This is an optimization exercise on Yosys and OpenROAD, whose aim is small area and a short achievable clock period, not a production implementation. Only simulation tests tie the RTL to the original design; equivalence was not proved. No activity file was given, so power comes from the tool's default toggle rates.

run A:
==> flow/design.v (excerpt) <==
module pic_buffer_v2 #(
    parameter DSIZE = 8,
    parameter IMAGE_WIDTH = 256,
    parameter IMAGE_LENGTH= 256,
    parameter BUFFER_SIZE = IMAGE_WIDTH*2+3
) (
    input               clk,
    input               rst_n,
    input               frame_start,
    input               shift,
    input  [DSIZE-1:0]  sr_in,
    output              rng_flag,
    output              sr_pixel_valid,
    output [DSIZE-1:0]  sr_pixel_0, sr_pixel_1, sr_pixel_2,
    output [DSIZE-1:0]  sr_pixel_3, sr_pixel_4, sr_pixel_5,
    output [DSIZE-1:0]  sr_pixel_6, sr_pixel_7, sr_pixel_8
);
==> flow/config.mk <==
export PLATFORM = sky130hd
export DESIGN_NAME = pic_buffer_v2
export DESIGN_NICKNAME = pic_buffer_v2
export VERILOG_FILES = /design/flow/design.v
export SDC_FILE = /design/flow/constraint.sdc
export NUM_CORES = 4
export LEC_CHECK = 0
export CAP_MARGIN = 20
export CORE_MARGIN = 2
export CORE_UTILIZATION = 70
export CTS_CLUSTER_DIAMETER = 60
export CTS_CLUSTER_SIZE = 24
export PLACE_DENSITY = 0.75
export SETUP_SLACK_MARGIN = 2.4
export SLEW_MARGIN = 20
export SYNTH_MEMORY_MAX_BITS = 16384
==> flow/constraint.sdc <==
create_clock -name core_clock -period 4.6 [get_ports {clk}]
set_input_delay 0.9200 -clock core_clock [delete_from_list [all_inputs] [get_ports {clk}]]
set_output_delay 0.9200 -clock core_clock [all_outputs]
set_load 0.01 [all_outputs]
run.sh (not shown) runs the stock make flow with config.mk's settings and CLKGATE_MAP_FILE= SYNTH_SCRIPT=/design/flow/synth_recipe.tcl, a recipe that flattens the netlist after the stock synthesis.
#### Input delta (run B over run A)
- swapping 0.75 for 0.7 in PLACE_DENSITY
- swapping 70 for 60 in CORE_UTILIZATION
- putting TNS_END_PERCENT at 5 where nothing was set
Notes after the runs:
Run B completed; timing, DRC and antenna clean
Run B ends up with higher worst hold-check slack than run A does.
Run B vs. run A: total met3 wirelength after detailed routing went down by 16%.
Run B improves on run A in setup slack.
Between run B and run A, the difference in final-report setup violation count is negligible.
Per the comparison of run B with run A, total routed wirelength fell by 8.9%; total power rose by 0.46%; areal power density over the cells stayed essentially flat.
Run comparison: run A capture point of the critical path sr_pixel_4[7]; run B capture point of the critical path sr_pixel_4[2]
On number of non-clock buffers in the layout, the lower figure sits with run B, not run A.
First-pass GRT wire length ended up 8.3% lower on run B than on run A.
The part of the total power dissipated in the clock network in run B sits 0.3 points above the value recorded for run A.
The following lists how run C was set up differently from run B:
- clearing TNS_END_PERCENT, which used to be 5
==> flow/flow/run.sh (new file) <==
#!/bin/bash
set -euo pipefail
export CTS_ARGS="-sink_clustering_enable -repair_clock_nets -sink_clustering_size 24 -sink_clustering_max_diameter 60 -dont_use_dummy_load"
bash standard.sh > standard_flow.log 2>&1
==> flow/standard.sh (new file) <==
#!/bin/bash
# synth_recipe.tcl (not shown) runs the flow's synth.tcl, then flattens the netlist and writes it again
# the make line also repeats each setting of config.mk as NAME=value (left out here)
make -C /OpenROAD-flow-scripts/flow DESIGN_CONFIG=/design/flow/config.mk WORK_HOME=/design/flow/orfs CLKGATE_MAP_FILE= SYNTH_SCRIPT=/design/flow/synth_recipe.tcl "${@:-finish}"
removed: flow/run.sh
==> results.txt <==
Run C: PASS, flow complete, no timing, DRC or antenna violations. Overall power: run B and run C compared, higher one is run B. Run C against run B: global-route usage now larger, detailed-route wire length now larger. Run comparison: run B endpoint of the worst setup timing path sr_pixel_4[2]; run C endpoint of the worst setup timing path sr_pixel_4[5]. Lower number of cells in the finished layout apart from fillers among run B and run C: run C. On total power divided by cell area: run C sits below run B. Across both runs, multi-input logic cell count was higher for run C than for run B. Compared with run B, run C shows a total non-filler cell area in the finished layout that is 360 um2 lower. Taking run B as the reference, in run C setup slack shows an increase of 0.045 ns; critical path depth shows a reduction of 1; first-pass GRT wire length shows an increase of 1.5%.
--- input diff run C..run D ---
==> flow/run.sh (new file) <==
#!/bin/bash
# synth_recipe.tcl (not shown) runs the flow's synth.tcl, then flattens the netlist and writes it again
# the make line also repeats each setting of config.mk as NAME=value (left out here)
make -C /OpenROAD-flow-scripts/flow DESIGN_CONFIG=/design/flow/config.mk WORK_HOME=/design/flow/orfs CLKGATE_MAP_FILE= SYNTH_SCRIPT=/design/flow/synth_recipe.tcl finish
removed: flow/flow/run.sh
removed: flow/standard.sh
Notes after the runs:
- Power per cell area was higher in run D than in run C.
- [run D] register fraction of the total cell area fell 0.45 points relative to run C
- Max overall via count from detail_route across run D and run C: run D

========
== job 1065 ==
The RTL this note starts from:
==> flow/design.v <==
`timescale 1ns/1ps
module pic_buffer_v2 #(
    parameter DSIZE = 8,
    parameter IMAGE_WIDTH = 256,
    parameter IMAGE_LENGTH= 256,
    parameter BUFFER_SIZE = IMAGE_WIDTH*2+3
) (
    input               clk,
    input               rst_n,
    input               frame_start,
    input               shift,
    input  [DSIZE-1:0]  sr_in,
    output              rng_flag,
    output              sr_pixel_valid,
    output [DSIZE-1:0]  sr_pixel_0, sr_pixel_1, sr_pixel_2,
    output [DSIZE-1:0]  sr_pixel_3, sr_pixel_4, sr_pixel_5,
    output [DSIZE-1:0]  sr_pixel_6, sr_pixel_7, sr_pixel_8
);
localparam W     = IMAGE_WIDTH;
localparam NPOS  = IMAGE_WIDTH*IMAGE_LENGTH;       
localparam PSIZE = $clog2(NPOS);                   
localparam CW    = $clog2(IMAGE_WIDTH);            
localparam RW    = PSIZE - CW;                     
localparam OSIZE = $clog2(IMAGE_WIDTH+2);          
localparam PRE   = IMAGE_WIDTH+1;                  
localparam NS    = 2*W+2;
reg              valid;        
reg              vn;           
reg              rng;
reg [OSIZE-1:0]  oc;           
reg              init;         
reg              lastf;        
reg              bsf;          
reg [CW-1:0]     col;
reg [RW-1:0]     row;
reg              tt, bb, ll, rr;   
reg              at, ab, al, ar;   
wire adv  = !frame_start & init & (shift | bsf) & !lastf;
wire hold = !vn & !frame_start & !lastf & !(shift | bsf);
wire pre  = !frame_start & shift & !init;
wire row_top  = (row == {RW{1'b0}});
wire row_m1   = (row == {RW{1'b1}} - 1'b1);
wire row_last = (row == {RW{1'b1}});
wire col_m1   = (col[CW-1:1] == {(CW-1){1'b1}});      
wire col_m3   = (col == W-3);
always @(posedge clk, negedge rst_n) begin
    if (!rst_n) begin
        valid <= 1'b0;
        vn    <= 1'b1;
        oc    <= 'd0;
        init  <= 1'b0;
        rng   <= 1'b0;
        bsf   <= 1'b0;
        lastf <= 1'b0;
    end else begin
        rng <= oc[OSIZE-1] | (shift & rng);
        if (frame_start) begin
            oc   <= 'd0;
            init <= 1'b0;
        end else if (pre) begin
            oc   <= oc + 1'b1;
            init <= (oc == PRE-1);
        end
        valid <= adv | hold;
        vn    <= !(adv | hold);
        if (adv) begin
            bsf   <= !vn & (bsf | (row_m1 & col_m3));
            lastf <= ab & ar;
        end else if (!hold) begin
            bsf   <= 1'b0;
            lastf <= 1'b0;
        end
    end
end
always @(posedge clk) begin
    if (adv) begin
        if (!vn)
            {row, col} <= {row, col} + 1'b1;
        else
            {row, col} <= 'd0;
        {tt, bb, ll, rr} <= {at, ab, al, ar};
        if (!vn) begin
            at <= row_top & !col_m1;
            ab <= row_last | (row_m1 & col_m1);
            al <= ar;
            ar <= col_m3;
        end else begin
            at <= 1'b1;
            ab <= 1'b0;
            al <= 1'b0;
            ar <= 1'b0;
        end
    end else if (!hold) begin
        {at, ab, al, ar} <= 4'b1010;
    end
end
wire [DSIZE-1:0] din = shift ? sr_in : {DSIZE{1'b0}};
reg  [DSIZE*(W+1)-1:0]  sra;
reg  [DSIZE*(NS-W-2)-1:0] srb;
reg  [DSIZE-1:0]    p4, srn;
wire [DSIZE-1:0]    t_w1 = ~srn;    
always @(posedge clk) begin
    sra <= {sra[DSIZE*W-1:0], din};
    srn <= ~sra[DSIZE*(W+1)-1:DSIZE*W];
    p4  <= sra[DSIZE*(W+1)-1:DSIZE*W];
    srb <= {srb[DSIZE*(NS-W-3)-1:0], t_w1};
end
wire [DSIZE-1:0] n00 = srb[DSIZE*((2*W+1)-W-2)+DSIZE-1:DSIZE*((2*W+1)-W-2)], n01 = srb[DSIZE*((2*W)-W-2)+DSIZE-1:DSIZE*((2*W)-W-2)], n02 = srb[DSIZE*((2*W-1)-W-2)+DSIZE-1:DSIZE*((2*W-1)-W-2)];
wire [DSIZE-1:0] n10 = t_w1,        n11 = sra[DSIZE*(W)+DSIZE-1:DSIZE*(W)],   n12 = sra[DSIZE*(W-1)+DSIZE-1:DSIZE*(W-1)];
wire [DSIZE-1:0] n20 = sra[DSIZE*(1)+DSIZE-1:DSIZE*(1)],     n21 = sra[DSIZE*(0)+DSIZE-1:DSIZE*(0)],   n22 = din;
function [8*DSIZE-1:0] win;
    input t, b, l, r;
    input [DSIZE-1:0] a0, a1, a2, b0, b1, b2, c0, c1, c2;
    reg [DSIZE-1:0] r00, r01, r02, r20, r21, r22;
    begin
        r00 = t ? b0 : a0;  r01 = t ? b1 : a1;  r02 = t ? b2 : a2;
        r20 = b ? b0 : c0;  r21 = b ? b1 : c1;  r22 = b ? b2 : c2;
        win = { l ? r01 : r00, r01, r ? r01 : r02,
                l ? b1  : b0,       r ? b1  : b2,
                l ? r21 : r20, r21, r ? r21 : r22 };
    end
endfunction
wire nv = adv | hold;
wire nt = adv ? at : tt;
wire nb = adv ? ab : bb;
wire nl = adv ? al : ll;
wire nr = adv ? ar : rr;
wire [8*DSIZE-1:0] wn = win(nt, nb, nl, nr, n00, n01, n02, n10, n11, n12, n20, n21, n22);
reg [8*DSIZE-1:0] ow;
always @(posedge clk, negedge rst_n) begin
    if (!rst_n)
        ow <= 'd0;
    else
        ow <= {8*DSIZE{nv}} & wn;
end
assign rng_flag       = rng;
assign sr_pixel_valid = valid;
assign {sr_pixel_0, sr_pixel_1, sr_pixel_2, sr_pixel_3,
        sr_pixel_5, sr_pixel_6, sr_pixel_7, sr_pixel_8} = ow;
assign sr_pixel_4 = p4;
endmodule
export LEC_CHECK = 0
export CAP_MARGIN = 20
export CORE_MARGIN = 2
export CORE_UTILIZATION = 65
export CTS_CLUSTER_DIAMETER = 60
export CTS_CLUSTER_SIZE = 24
export PLACE_DENSITY = 0.75
export SETUP_SLACK_MARGIN = 2.7
export SLEW_MARGIN = 20
export SYNTH_MEMORY_MAX_BITS = 16384
create_clock -name core_clock -period 4.6 [get_ports {clk}]
standard.sh (not shown) runs the stock make flow with config.mk's settings and CLKGATE_MAP_FILE= SYNTH_SCRIPT=/design/flow/synth_recipe.tcl, a recipe that flattens the netlist after the stock synthesis.
==> flow/flow/run.sh <==
#!/bin/bash
# The standard layout, with two changes:
#  - after placement, each register that drives an output port is moved next
#    to that port's buffer and the placement is legalised again;
#  - clock tree synthesis without dummy loads on the leaf buffers.
set -euo pipefail
export CTS_ARGS="-sink_clustering_enable -repair_clock_nets -sink_clustering_size 24 -sink_clustering_max_diameter 60 -dont_use_dummy_load"
R=orfs/results/${FLOW_PLATFORM}/pic_buffer_v2/base
bash standard.sh place > place_flow.log 2>&1
MOVE_IN=$R/3_place.odb MOVE_OUT=$R/3_place_moved.odb \
  openroad -no_init -exit flow/move_out_regs.tcl > move_out_regs.log 2>&1
mv -f $R/3_place_moved.odb $R/3_place.odb
touch $R/3_place.odb $R/3_place.sdc
bash standard.sh > finish_flow.log 2>&1
Other scripts of this flow, unchanged in this note and not shown: flow/flow/move_out_regs.tcl
Input-level comparison between job 5004 and job 1065:
Settings: SETUP_SLACK_MARGIN changed from 2.7 to 2.4; PLACE_DENSITY changed from 0.75 to 0.7; CORE_UTILIZATION changed from 65 to 60.
-- flow/flow/run.sh --
<<< job 1065, line 5
#  - clock tree synthesis without dummy loads on the leaf buffers.
set -euo pipefail
export CTS_ARGS="-sink_clustering_enable -repair_clock_nets -sink_clustering_size 24 -sink_clustering_max_diameter 60 -dont_use_dummy_load"
R=orfs/results/${FLOW_PLATFORM}/pic_buffer_v2/base
bash standard.sh place > place_flow.log 2>&1
>>> job 5004, line 5
#  - clock tree synthesis without dummy loads on the leaf buffers.
set -euo pipefail
export CTS_ARGS="-sink_clustering_enable -repair_clock_nets -sink_clustering_size 30 -sink_clustering_max_diameter 60 -dont_use_dummy_load"
R=orfs/results/${FLOW_PLATFORM}/pic_buffer_v2/base
bash standard.sh place > place_flow.log 2>&1
--- outcome ---
- Across job 5004 and job 1065, the outcome is the same: a clean finish for every run.
- [compare] base=job 1065 new=job 5004: floorplan die area picked up an extra 8.2%, instance area after placement neither gained nor lost much, height of the chip picked up an extra 4.0%, worst relative slew slack lost 1.2 points, number of resized instances in the post-cts repair step lost 20%.
--- input diff job 5004..job 6726 ---
Settings: PLACE_DENSITY: 0.7 -> 0.8; SETUP_SLACK_MARGIN: 2.4 -> 2.1; CORE_UTILIZATION: 60 -> 65.
-- flow/flow/run.sh --
<<< job 5004, line 5
#  - clock tree synthesis without dummy loads on the leaf buffers.
set -euo pipefail
export CTS_ARGS="-sink_clustering_enable -repair_clock_nets -sink_clustering_size 30 -sink_clustering_max_diameter 60 -dont_use_dummy_load"
R=orfs/results/${FLOW_PLATFORM}/pic_buffer_v2/base
bash standard.sh place > place_flow.log 2>&1
>>> job 6726, line 5
#  - clock tree synthesis without dummy loads on the leaf buffers.
set -euo pipefail
export CTS_ARGS="-sink_clustering_enable -repair_clock_nets -sink_clustering_size 28 -sink_clustering_max_diameter 60 -dont_use_dummy_load"
R=orfs/results/${FLOW_PLATFORM}/pic_buffer_v2/base
bash standard.sh place > place_flow.log 2>&1
[summary]
- Compare job 5004 and job 6726 | clock network fraction of total power higher: job 6726
- Compared with job 5004, job 6726 shows signal arrival time at the worst endpoint higher by 1.87 ns.
- Lower layout cell share with drive strength beyond 1 goes to job 6726 over job 5004.
Here is what was changed in the inputs of job 2232 compared with job 6726.
Settings: SETUP_SLACK_MARGIN changed from 2.1 to 2.4; PLACE_DENSITY changed from 0.8 to 0.75.
-- flow/flow/run.sh --
<<< job 6726, line 5
#  - clock tree synthesis without dummy loads on the leaf buffers.
set -euo pipefail
export CTS_ARGS="-sink_clustering_enable -repair_clock_nets -sink_clustering_size 28 -sink_clustering_max_diameter 60 -dont_use_dummy_load"
R=orfs/results/${FLOW_PLATFORM}/pic_buffer_v2/base
bash standard.sh place > place_flow.log 2>&1
>>> job 2232, line 5
#  - clock tree synthesis without dummy loads on the leaf buffers.
set -euo pipefail
export CTS_ARGS="-sink_clustering_enable -repair_clock_nets -sink_clustering_size 24 -sink_clustering_max_diameter 60 -dont_use_dummy_load"
R=orfs/results/${FLOW_PLATFORM}/pic_buffer_v2/base
bash standard.sh place > place_flow.log 2>&1
### Flow results
On number of standard cells after synthesis, job 2232 and job 6726 are basically level.
Cmp job 2232 vs job 6726: clock-buffer cell count higher in job 2232
As far as post-synthesis area per instance goes, job 6726 and job 2232 are indistinguishable; the numbers are identical.
Job 2232 reports its type of the setup path with the least slack as reg2out while job 6726 reports in2reg.
[inputs] job 2194 vs job 2232
Settings: swapping 0.75 for 0.8 in PLACE_DENSITY.
-- flow/flow/run.sh --
<<< job 2232, line 5
#  - clock tree synthesis without dummy loads on the leaf buffers.
set -euo pipefail
export CTS_ARGS="-sink_clustering_enable -repair_clock_nets -sink_clustering_size 24 -sink_clustering_max_diameter 60 -dont_use_dummy_load"
R=orfs/results/${FLOW_PLATFORM}/pic_buffer_v2/base
bash standard.sh place > place_flow.log 2>&1
>>> job 2194, line 5
#  - clock tree synthesis without dummy loads on the leaf buffers.
set -euo pipefail
export CTS_ARGS="-sink_clustering_enable -repair_clock_nets -sink_clustering_size 28 -sink_clustering_max_diameter 60 -dont_use_dummy_load"
R=orfs/results/${FLOW_PLATFORM}/pic_buffer_v2/base
bash standard.sh place > place_flow.log 2>&1
Findings:
Between job 2194 and job 2232, the arrival time at the worst endpoint does not differ in any meaningful way. Combined area of the multi-input logic cells, job 2232 and job 2194, lower one = job 2232. Diff job 2232 -> job 2194: post-route worst hold slack down 0.018 ns; number of global-route vias before repair up 1911.
Edits applied to the flow inputs when going from job 2194 to job 3792:
Settings: putting ABC_AREA at 1 where nothing was set.
Notes after the runs:
Of job 2194 and job 3792, job 2194 shows the higher number of unique standard cell types used by synthesis, with job 3792 below it.
Minimum period implied by the final worst setup slack, job 2194 and job 3792: lower on job 2194
On fraction of area in registers: between job 2194 and job 3792, it ends up higher for job 2194.

-- port drivers added, routing unchanged --
The results above use ideal ports. As a check the final layouts listed here were re-extracted and re-timed, cells and wires unchanged.
Step 1 assumes that a clkbuf_16 drives the clock port and a buf_2 every other input.
Step 2, shift: input delay + t, output delay - t, t = (earliest + latest rising clock arrival at the registers) / 2. This alone moves slack from input paths to output paths.
a / b / c = ideal / step 1 / step 2; a / b = the first two.
| run | t, ns | setup WS [ns] | worst setup path after step 2 | worst slew at a driven data input, ns | pins driven straight from the clock port |
|---|---|---|---|---|---|
| run A | 0.877 | 2.228 / 2.156 / 1.576 | input to register | 0.14 | 1 |
| run B | 0.867 | 2.243 / 2.172 / 1.395 | input to register | 0.12 | 1 |
| run C | 0.840 | 2.288 / 2.218 / 1.523 | input to register | 0.12 | 1 |
| run D | 0.860 | 2.249 / 2.179 / 1.532 | input to register | 0.12 | 1 |
| job 1065 | 0.847 | 2.305 / 2.231 / 1.681 | input to register | 0.12 | 1 |
| job 5004 | 0.829 | 2.351 / 2.279 / 1.573 | input to register | 0.12 | 1 |
| job 6726 | 0.851 | 2.014 / 2.058 / 1.207 | input to register | 0.07 | 1 |
| job 2232 | 0.836 | 2.333 / 2.261 / 1.587 | input to register | 0.14 | 1 |
| job 2194 | 0.858 | 2.322 / 2.246 / 1.708 | input to register | 0.08 | 1 |
| job 3792 | 0.852 | 2.293 / 2.221 / 1.615 | input to register | 0.04 | 1 |
After both steps setup and hold are still met in every run listed. The setup slack of run B, which loses most, moves by -0.071 ns with the drivers and by -0.848 ns with both steps.
